Context: an optimization exercise on an open-source flow, tuned for small area and a short achievable clock period. The choices shown serve that exercise and are no tape-out recipe. In this exercise RTL edits were held to simulation tests only and were not proved equivalent to the original.

==> run a <==
==> flow/design.v (excerpt) <==
module riscv32_core (
    input  wire clk,
    input  wire reset,
    input  wire [31:0] instr_in,
    output wire [31:0] pc_dbg,
    output wire [31:0] instr_dbg,
    output wire [31:0] x1_dbg,
    output wire [31:0] x2_dbg,
    output wire [31:0] x3_dbg,
    output wire [31:0] x4_dbg
);
==> module riscv32_core, before the edit <==
module riscv32_core (
    input  wire clk,
    input  wire reset,
    input  wire [31:0] instr_in,
    output wire [31:0] pc_dbg,
    output wire [31:0] instr_dbg,
    output wire [31:0] x1_dbg,
    output wire [31:0] x2_dbg,
    output wire [31:0] x3_dbg,
    output wire [31:0] x4_dbg
);
    reg [31:2] pc;
    always @(posedge clk or posedge reset) begin
        if (reset)
            pc <= 30'd0;
        else
            pc <= pc + 30'd1;
    end
    assign pc_dbg = {pc, 2'b00};
    wire [31:0] instr = instr_in;
    assign instr_dbg = instr;
    wire [6:0] opcode = instr[6:0];
    wire [4:0] rd     = instr[11:7];
    wire [4:0] rs1    = instr[19:15];
    wire [4:0] rs2    = instr[24:20];
    wire [6:0] funct7 = instr[31:25];
    wire is_opimm = (opcode == 7'b0010011);
    wire is_op    = (opcode == 7'b0110011);
    wire sub      = is_op & (funct7 == 7'b0100000);
    wire wen      = (is_opimm | is_op) & (rd != 5'd0);
    reg        p_v;         
    reg [4:0]  p_rd;
    reg [31:0] p_s0;        
    reg [31:0] p_s1;        
    reg [7:0]  p_bg;        
    reg [7:0]  p_bp;        
    reg        p_inv;       
    function [7:0] blkcarry(input [7:0] g, input [7:0] p);
        reg [7:0] gg, pp, gn, pn;
        integer lvl, i, j;
        begin
            gg = g;
            pp = p;
            for (lvl = 0; lvl < 3; lvl = lvl + 1) begin
                gn = gg;
                pn = pp;
                for (i = 0; i < 8; i = i + 1) begin
                    if (i & (1 << lvl)) begin
                        j = ((i >> lvl) << lvl) - 1;
                        gn[i] = gg[i] | (pp[i] & gg[j]);
                        pn[i] = pp[i] & pp[j];
                    end
                end
                gg = gn;
                pp = pn;
            end
            blkcarry = {gg[6:0], 1'b0};
        end
    endfunction
    wire [7:0]  p_bc = blkcarry(p_bg, p_bp);
    wire [31:0] p_sel;
    genvar q;
    generate
        for (q = 0; q < 8; q = q + 1) begin : gsel
            assign p_sel[4*q+3:4*q] = p_bc[q] ? p_s1[4*q+3:4*q] : p_s0[4*q+3:4*q];
        end
    endgenerate
    wire [31:0] p_sum = p_sel ^ {32{p_inv}};
    wire [31:0] p_hot = p_v ? (32'd1 << p_rd) : 32'd0;
    reg [31:1] xv;
    always @(posedge clk or posedge reset) begin
        if (reset)
            xv <= 31'd0;
        else
            xv <= xv | p_hot[31:1];
    end
    wire [31:0] rd_ok = {xv & ~p_hot[31:1], 1'b0};
    wire [31:0] xs [0:31];
    assign xs[0] = 32'd0;
    genvar g;
    generate
        for (g = 1; g < 32; g = g + 1) begin : gx
            reg [31:0] r;
            always @(posedge clk)
                if (p_hot[g])
                    r <= p_sum;
            assign xs[g] = r;
        end
    endgenerate
    function [31:0] rdport(input [4:0] r);
        integer k;
        reg [31:0] acc;
        begin
            acc = p_hot[r] ? p_sum : 32'd0;
            for (k = 1; k < 32; k = k + 1)
                acc = acc | ({32{(r == k) & rd_ok[k]}} & xs[k]);
            rdport = acc;
        end
    endfunction
    wire [31:0] imm_i = {{20{instr[31]}}, instr[31:20]};
    wire [31:0] a = rdport(rs1) ^ {32{sub}};
    wire [31:0] b = is_opimm ? imm_i : rdport(rs2);
    wire [31:0] gen = a & b;
    wire [31:0] prp = a ^ b;
    function [79:0] blocks(input [31:0] g, input [31:0] p);
        reg [31:0] s0, s1;
        reg [7:0]  bg, bp;
        reg        c0, c1;
        integer n, m;
        begin
            for (n = 0; n < 8; n = n + 1) begin
                c0 = 1'b0;
                c1 = 1'b1;
                for (m = 0; m < 4; m = m + 1) begin
                    s0[4*n+m] = p[4*n+m] ^ c0;
                    s1[4*n+m] = p[4*n+m] ^ c1;
                    c0 = g[4*n+m] | (p[4*n+m] & c0);
                    c1 = g[4*n+m] | (p[4*n+m] & c1);
                end
                bg[n] = c0;
                bp[n] = &p[4*n +: 4];
            end
            blocks = {bp, bg, s1, s0};
        end
    endfunction
    wire [79:0] blk = blocks(gen, prp);
    always @(posedge clk or posedge reset) begin
        if (reset)
            p_v <= 1'b0;
        else
            p_v <= wen;
    end
    always @(posedge clk) begin
        p_rd  <= rd;
        p_s0  <= blk[31:0];
        p_s1  <= blk[63:32];
        p_bg  <= blk[71:64];
        p_bp  <= blk[79:72];
        p_inv <= sub;
    end
    assign x1_dbg = p_hot[1] ? p_sum : (xs[1] & {32{xv[1]}});
    assign x2_dbg = p_hot[2] ? p_sum : (xs[2] & {32{xv[2]}});
    assign x3_dbg = p_hot[3] ? p_sum : (xs[3] & {32{xv[3]}});
    assign x4_dbg = p_hot[4] ? p_sum : (xs[4] & {32{xv[4]}});
endmodule
Settings: LEC_CHECK=0, CAP_MARGIN=20, CORE_MARGIN=2, CORE_UTILIZATION=40, PLACE_DENSITY=0.55, SLEW_MARGIN=20; clock period 12.0 ns.
standard.sh (not shown) runs the stock make flow with config.mk's settings and CLKGATE_MAP_FILE= SYNTH_SCRIPT=/design/flow/synth_recipe.tcl, a recipe that flattens the netlist after the stock synthesis.
==> flow/flow/run.sh <==
#!/bin/bash
# Layout flow: the standard ORFS flow (standard.sh), unchanged, with two
# optimisation settings passed through the environment:
#  - port buffers use sky130_fd_sc_hd__buf_2 instead of the default delay
#    buffer (every input and output port still gets its own buffer);
#  - timing repair aims for extra setup slack, so that the design is sized
#    for a shorter achieved period (the SDC and clock period are unchanged).
# make's full output goes to standard.log; ORFS's per-step logs stay under
# orfs/logs/.
set -euo pipefail
export BUFFER_PORTS_ARGS="-buffer_cell sky130_fd_sc_hd__buf_2"
export SETUP_SLACK_MARGIN=6.5
bash standard.sh > standard.log 2>&1
==> run b: changes against run a <==
==> flow/design.v (replaced) <==
`timescale 1ns / 1ps
module riscv32_core (
    input  wire clk,
    input  wire reset,
    input  wire [31:0] instr_in,
    output wire [31:0] pc_dbg,
    output wire [31:0] instr_dbg,
    output wire [31:0] x1_dbg,
    output wire [31:0] x2_dbg,
    output wire [31:0] x3_dbg,
    output wire [31:0] x4_dbg
);
    reg [31:2] pc;
    always @(posedge clk or posedge reset) begin
        if (reset)
            pc <= 30'd0;
        else
            pc <= pc + 30'd1;
    end
    assign pc_dbg = {pc, 2'b00};
    wire [31:0] instr = instr_in;
    assign instr_dbg = instr;
    wire [6:0] opcode = instr[6:0];
    wire [4:0] rd     = instr[11:7];
    wire [4:0] rs1    = instr[19:15];
    wire [4:0] rs2    = instr[24:20];
    wire [6:0] funct7 = instr[31:25];
    wire is_opimm = (opcode == 7'b0010011);
    wire is_op    = (opcode == 7'b0110011);
    wire wen      = (is_opimm | is_op) & (rd != 5'd0);
    reg        p_v;         
    reg [4:0]  p_rd;
    reg [31:0] p_a;         
    reg [31:0] p_b;         
    reg        p_sub;
    function [31:0] add32(input [31:0] a, input [31:0] b, input cin);
        reg [31:0] g, p, gg, pp, gn, pn;
        integer lvl, i, j;
        begin
            g = a & b;
            p = a ^ b;
            g[0] = g[0] | (p[0] & cin);
            gg = g;
            pp = p;
            for (lvl = 0; lvl < 5; lvl = lvl + 1) begin
                gn = gg;
                pn = pp;
                for (i = 0; i < 32; i = i + 1) begin
                    if (i & (1 << lvl)) begin
                        j = ((i >> lvl) << lvl) - 1;
                        gn[i] = gg[i] | (pp[i] & gg[j]);
                        pn[i] = pp[i] & pp[j];
                    end
                end
                gg = gn;
                pp = pn;
            end
            add32 = p ^ {gg[30:0], cin};
        end
    endfunction
    wire [31:0] p_sum = add32(p_a, p_b, p_sub);
    wire [31:0] p_hot = p_v ? (32'd1 << p_rd) : 32'd0;
    reg [31:1] xv;
    always @(posedge clk or posedge reset) begin
        if (reset)
            xv <= 31'd0;
        else
            xv <= xv | p_hot[31:1];
    end
    wire [31:0] rd_ok = {xv & ~p_hot[31:1], 1'b0};
    wire [31:0] xs [0:31];
    assign xs[0] = 32'd0;
    genvar g;
    generate
        for (g = 1; g < 32; g = g + 1) begin : gx
            reg [31:0] r;
            always @(posedge clk)
                r <= ({32{p_hot[g]}} & p_sum) | ({32{~p_hot[g]}} & r);
            assign xs[g] = r;
        end
    endgenerate
    function [31:0] rdport(input [4:0] r);
        integer k;
        reg [31:0] acc;
        begin
            acc = p_hot[r] ? p_sum : 32'd0;
            for (k = 1; k < 32; k = k + 1)
                acc = acc | ({32{(r == k) & rd_ok[k]}} & xs[k]);
            rdport = acc;
        end
    endfunction
    wire [31:0] imm_i = {{20{instr[31]}}, instr[31:20]};
    wire [31:0] ra = rdport(rs1);
    wire        sub = is_op & (funct7 == 7'b0100000);
    wire [31:0] rb = is_opimm ? imm_i : (rdport(rs2) ^ {32{sub}});
    always @(posedge clk or posedge reset) begin
        if (reset)
            p_v <= 1'b0;
        else
            p_v <= wen;
    end
    always @(posedge clk) begin
        p_rd  <= rd;
        p_a   <= ra;
        p_b   <= rb;
        p_sub <= sub;
    end
    assign x1_dbg = p_hot[1] ? p_sum : (xs[1] & {32{xv[1]}});
    assign x2_dbg = p_hot[2] ? p_sum : (xs[2] & {32{xv[2]}});
    assign x3_dbg = p_hot[3] ? p_sum : (xs[3] & {32{xv[3]}});
    assign x4_dbg = p_hot[4] ? p_sum : (xs[4] & {32{xv[4]}});
endmodule
==> flow/run.sh (new file) <==
#!/bin/bash
# synth_recipe.tcl (not shown) runs the flow's synth.tcl, then flattens the netlist and writes it again
# the make line also repeats each setting of config.mk as NAME=value (left out here)
make -C /OpenROAD-flow-scripts/flow DESIGN_CONFIG=/design/flow/config.mk WORK_HOME=/design/flow/orfs CLKGATE_MAP_FILE= SYNTH_SCRIPT=/design/flow/synth_recipe.tcl finish
--- a/flow/config.mk
+++ b/flow/config.mk
@@ -7,6 +7,6 @@
 export LEC_CHECK = 0
 export CAP_MARGIN = 20
 export CORE_MARGIN = 2
-export CORE_UTILIZATION = 40
-export PLACE_DENSITY = 0.55
+export CORE_UTILIZATION = 50
+export PLACE_DENSITY = 0.65
 export SLEW_MARGIN = 20
removed: flow/flow/run.sh
removed: flow/standard.sh
==> run c: changes against run a <==
--- a/flow/design.v
+++ b/flow/design.v
@@ -32,7 +32,6 @@
     reg        p_v;         
     reg [4:0]  p_rd;
     reg [31:0] p_s0;        
-    reg [31:0] p_s1;        
     reg [7:0]  p_bg;        
     reg [7:0]  p_bp;        
     reg        p_inv;       
@@ -63,7 +62,8 @@
     genvar q;
     generate
         for (q = 0; q < 8; q = q + 1) begin : gsel
-            assign p_sel[4*q+3:4*q] = p_bc[q] ? p_s1[4*q+3:4*q] : p_s0[4*q+3:4*q];
+            assign p_sel[4*q+3:4*q] = p_s0[4*q+3:4*q] ^ ({4{p_bc[q]}} &
+                {&p_s0[4*q+2:4*q], &p_s0[4*q+1:4*q], p_s0[4*q], 1'b1});
         end
     endgenerate
     wire [31:0] p_sum = p_sel ^ {32{p_inv}};
@@ -103,28 +103,26 @@
     wire [31:0] b = is_opimm ? imm_i : rdport(rs2);
     wire [31:0] gen = a & b;
     wire [31:0] prp = a ^ b;
-    function [79:0] blocks(input [31:0] g, input [31:0] p);
-        reg [31:0] s0, s1;
+    function [47:0] blocks(input [31:0] g, input [31:0] p);
+        reg [31:0] s0;
         reg [7:0]  bg, bp;
-        reg        c0, c1;
-        integer n, m;
+        integer n;
         begin
             for (n = 0; n < 8; n = n + 1) begin
-                c0 = 1'b0;
-                c1 = 1'b1;
-                for (m = 0; m < 4; m = m + 1) begin
-                    s0[4*n+m] = p[4*n+m] ^ c0;
-                    s1[4*n+m] = p[4*n+m] ^ c1;
-                    c0 = g[4*n+m] | (p[4*n+m] & c0);
-                    c1 = g[4*n+m] | (p[4*n+m] & c1);
-                end
-                bg[n] = c0;
+                s0[4*n]   = p[4*n];
+                s0[4*n+1] = p[4*n+1] ^ g[4*n];
+                s0[4*n+2] = p[4*n+2] ^ (g[4*n+1] | (p[4*n+1] & g[4*n]));
+                s0[4*n+3] = p[4*n+3] ^ (g[4*n+2] | (p[4*n+2] & g[4*n+1])
+                                       | (p[4*n+2] & p[4*n+1] & g[4*n]));
+                bg[n] = g[4*n+3] | (p[4*n+3] & g[4*n+2])
+                      | (p[4*n+3] & p[4*n+2] & g[4*n+1])
+                      | (p[4*n+3] & p[4*n+2] & p[4*n+1] & g[4*n]);
                 bp[n] = &p[4*n +: 4];
             end
-            blocks = {bp, bg, s1, s0};
+            blocks = {bp, bg, s0};
         end
     endfunction
-    wire [79:0] blk = blocks(gen, prp);
+    wire [47:0] blk = blocks(gen, prp);
     always @(posedge clk or posedge reset) begin
         if (reset)
             p_v <= 1'b0;
@@ -134,9 +132,8 @@
     always @(posedge clk) begin
         p_rd  <= rd;
         p_s0  <= blk[31:0];
-        p_s1  <= blk[63:32];
-        p_bg  <= blk[71:64];
-        p_bp  <= blk[79:72];
+        p_bg  <= blk[39:32];
+        p_bp  <= blk[47:40];
         p_inv <= sub;
     end
     assign x1_dbg = p_hot[1] ? p_sum : (xs[1] & {32{xv[1]}});
==> flow/flow/run.sh (replaced) <==
#!/bin/bash
# Layout flow: the standard ORFS flow (standard.sh), unchanged, with three
# optimisation settings passed through the environment:
#  - port buffers use sky130_fd_sc_hd__buf_2 instead of the default delay
#    buffer (every input and output port still gets its own buffer);
#  - timing repair aims for extra setup slack, so that the design is sized
#    for a shorter achieved period (the SDC and clock period are unchanged);
#  - clock tree synthesis uses ORFS's default arguments plus larger sink
#    clusters and no dummy loads, for fewer clock buffers (the clock still
#    reaches every register through the buffered tree).
# make's full output goes to standard.log; ORFS's per-step logs stay under
# orfs/logs/.
set -euo pipefail
export BUFFER_PORTS_ARGS="-buffer_cell sky130_fd_sc_hd__buf_2"
export SETUP_SLACK_MARGIN=6.8
export CTS_ARGS="-sink_clustering_enable -repair_clock_nets -dont_use_dummy_load -sink_clustering_size 24 -sink_clustering_max_diameter 80"
bash standard.sh > standard.log 2>&1
==> run d: changes against run a <==
==> flow/design.v (replaced) <==
`timescale 1ns / 1ps
module riscv32_core (
    input  wire clk,
    input  wire reset,
    input  wire [31:0] instr_in,
    output wire [31:0] pc_dbg,
    output wire [31:0] instr_dbg,
    output wire [31:0] x1_dbg,
    output wire [31:0] x2_dbg,
    output wire [31:0] x3_dbg,
    output wire [31:0] x4_dbg
);
    reg [31:2] pc;
    always @(posedge clk or posedge reset) begin
        if (reset)
            pc <= 30'd0;
        else
            pc <= pc + 30'd1;
    end
    assign pc_dbg = {pc, 2'b00};
    wire [31:0] instr = instr_in;
    assign instr_dbg = instr;
    wire [6:0] opcode = instr[6:0];
    wire [4:0] rd     = instr[11:7];
    wire [4:0] rs1    = instr[19:15];
    wire [4:0] rs2    = instr[24:20];
    wire [6:0] funct7 = instr[31:25];
    wire is_opimm = (opcode == 7'b0010011);
    wire is_op    = (opcode == 7'b0110011);
    wire sub      = is_op & (funct7 == 7'b0100000);
    wire wen      = (is_opimm | is_op) & (rd != 5'd0);
    reg        p_v;         
    reg [4:0]  p_rd;
    reg [15:0] p_lo;        
    reg        p_c16;       
    reg [15:0] p_h0;        
    reg [15:0] p_h1;        
    wire [31:0] p_sum = {p_c16 ? p_h1 : p_h0, p_lo};
    wire [31:0] p_hot = p_v ? (32'd1 << p_rd) : 32'd0;
    reg [31:1] xv;
    always @(posedge clk or posedge reset) begin
        if (reset)
            xv <= 31'd0;
        else
            xv <= xv | p_hot[31:1];
    end
    wire [31:0] rd_ok = {xv & ~p_hot[31:1], 1'b0};
    wire [31:0] xs [0:31];
    assign xs[0] = 32'd0;
    genvar g;
    generate
        for (g = 1; g < 32; g = g + 1) begin : gx
            reg [31:0] r;
            always @(posedge clk)
                if (p_hot[g])
                    r <= p_sum;
            assign xs[g] = r;
        end
    endgenerate
    function [31:0] rdport(input [4:0] r);
        integer k;
        reg [31:0] acc;
        begin
            acc = p_hot[r] ? p_sum : 32'd0;
            for (k = 1; k < 32; k = k + 1)
                acc = acc | ({32{(r == k) & rd_ok[k]}} & xs[k]);
            rdport = acc;
        end
    endfunction
    wire [31:0] imm_i = {{20{instr[31]}}, instr[31:20]};
    wire [31:0] a = rdport(rs1);
    wire [31:0] b = is_opimm ? imm_i : (rdport(rs2) ^ {32{sub}});
    wire [16:0] lo = {1'b0, a[15:0]} + {1'b0, b[15:0]} + {16'd0, sub};
    wire [15:0] h0 = a[31:16] + b[31:16];
    wire [15:0] h1 = a[31:16] + b[31:16] + 16'd1;
    always @(posedge clk or posedge reset) begin
        if (reset)
            p_v <= 1'b0;
        else
            p_v <= wen;
    end
    always @(posedge clk) begin
        p_rd  <= rd;
        p_lo  <= lo[15:0];
        p_c16 <= lo[16];
        p_h0  <= h0;
        p_h1  <= h1;
    end
    assign x1_dbg = p_hot[1] ? p_sum : (xs[1] & {32{xv[1]}});
    assign x2_dbg = p_hot[2] ? p_sum : (xs[2] & {32{xv[2]}});
    assign x3_dbg = p_hot[3] ? p_sum : (xs[3] & {32{xv[3]}});
    assign x4_dbg = p_hot[4] ? p_sum : (xs[4] & {32{xv[4]}});
endmodule
--- a/flow/config.mk
+++ b/flow/config.mk
@@ -7,6 +7,6 @@
 export LEC_CHECK = 0
 export CAP_MARGIN = 20
 export CORE_MARGIN = 2
-export CORE_UTILIZATION = 40
-export PLACE_DENSITY = 0.55
+export CORE_UTILIZATION = 50
+export PLACE_DENSITY = 0.65
 export SLEW_MARGIN = 20
==> qor.yml <==
status: "complete, no violations"
period_share: 0.436
slowest_delay_ns: 0.65
avgSynthCellArea_um2: 13.5
grt_pass1_wl_um: 327000
core_mm2: 0.124
antenna_cells: 9
rsz0062_at_grt: "true"
synth_top_area_share: 0.596
crit_family: "compound AO/OA/AOI/OAI gates"
tap_cells: 1637
gr-usage-met2: 0.522
fin_ws_ns: 6.76
That was run c.
==> qor.yml <==
tap_cells: 1287
core_mm2: 0.0987
status: "complete, no violations"
antenna_cells: 20
gr-usage-met2: 0.640
dr_total_vias: 44200
period_share: 0.666
grt_pass1_wl_um: 332000
fin_ws_ns: 4.01
synth_top_area_share: 0.597
slowest_delay_ns: 0.82
routabilityCongestion: 0.997
avgSynthCellArea_um2: 13.6
That was run b.
==> qor.yml <==
status: "complete, no violations"
antenna_cells: 17
synth_top_area_share: 0.580
rsz0062_at_grt: "true"
fin_ws_ns: 6.44
avgSynthCellArea_um2: 13.6
tap_cells: 1662
slowest_delay_ns: 0.61
crit_family: "adder cells"
period_share: 0.463
grt_pass1_wl_um: 353000
core_mm2: 0.128
That was run a.
==> qor.yml <==
tap_cells: 1287
tns_ns: 0
grt_pass1_wl_um: 349000
avgSynthCellArea_um2: 13.4
synth_largest_area_cell: "edfxtp_1"
core_mm2: 0.0984
synth_top_area_share: 0.600
rsz0062_at_grt: "true"
crit_family: "compound AO/OA/AOI/OAI gates"
worstPathRequired_ns: 12.64
period_share: 0.545
antenna_cells: 24
slowest_delay_ns: 0.48
cts_buffers: 115
status: "complete, no violations"
That was run d.

==> what the ideal ports hide <==
How much do the figures lean on ideal ports? The routed layouts below were timed once more, with nothing changed but the port constraints. Step 1 sets driving cells, clkbuf_16 on the clock port and buf_2 on the other inputs (assumed; they add their load-dependent delay and slew). Step 2 moves the port delays by t, midway between the first and last clock arrival at a register: inputs arrive t later, outputs are due t later. That takes back most of the time a late clock gives input paths. Slacks: ideal / step 1 / step 2; pairs: ideal / step 1.
| run | t (ns) | setup slack, ns | slew at the worst register clock pin (ns) | worst data-port slew with drivers (ns) |
|---|---|---|---|---|
| run a | 0.825 | 6.443 / 6.394 / 5.637 | 0.07 / 0.07 | 0.06 |
| run b | 0.789 | 4.008 / 3.927 / 4.716 | 0.07 / 0.07 | 0.06 |
| run c | 0.788 | 6.764 / 6.711 / 6.024 | 0.11 / 0.11 | 0.07 |
| run d | 0.821 | 5.465 / 5.382 / 4.561 | 0.07 / 0.07 | 0.23 |
After both steps every run listed still meets setup and hold. For run d, which loses most, drivers alone change the setup slack by -0.083 ns; drivers and shift together by -0.904 ns.
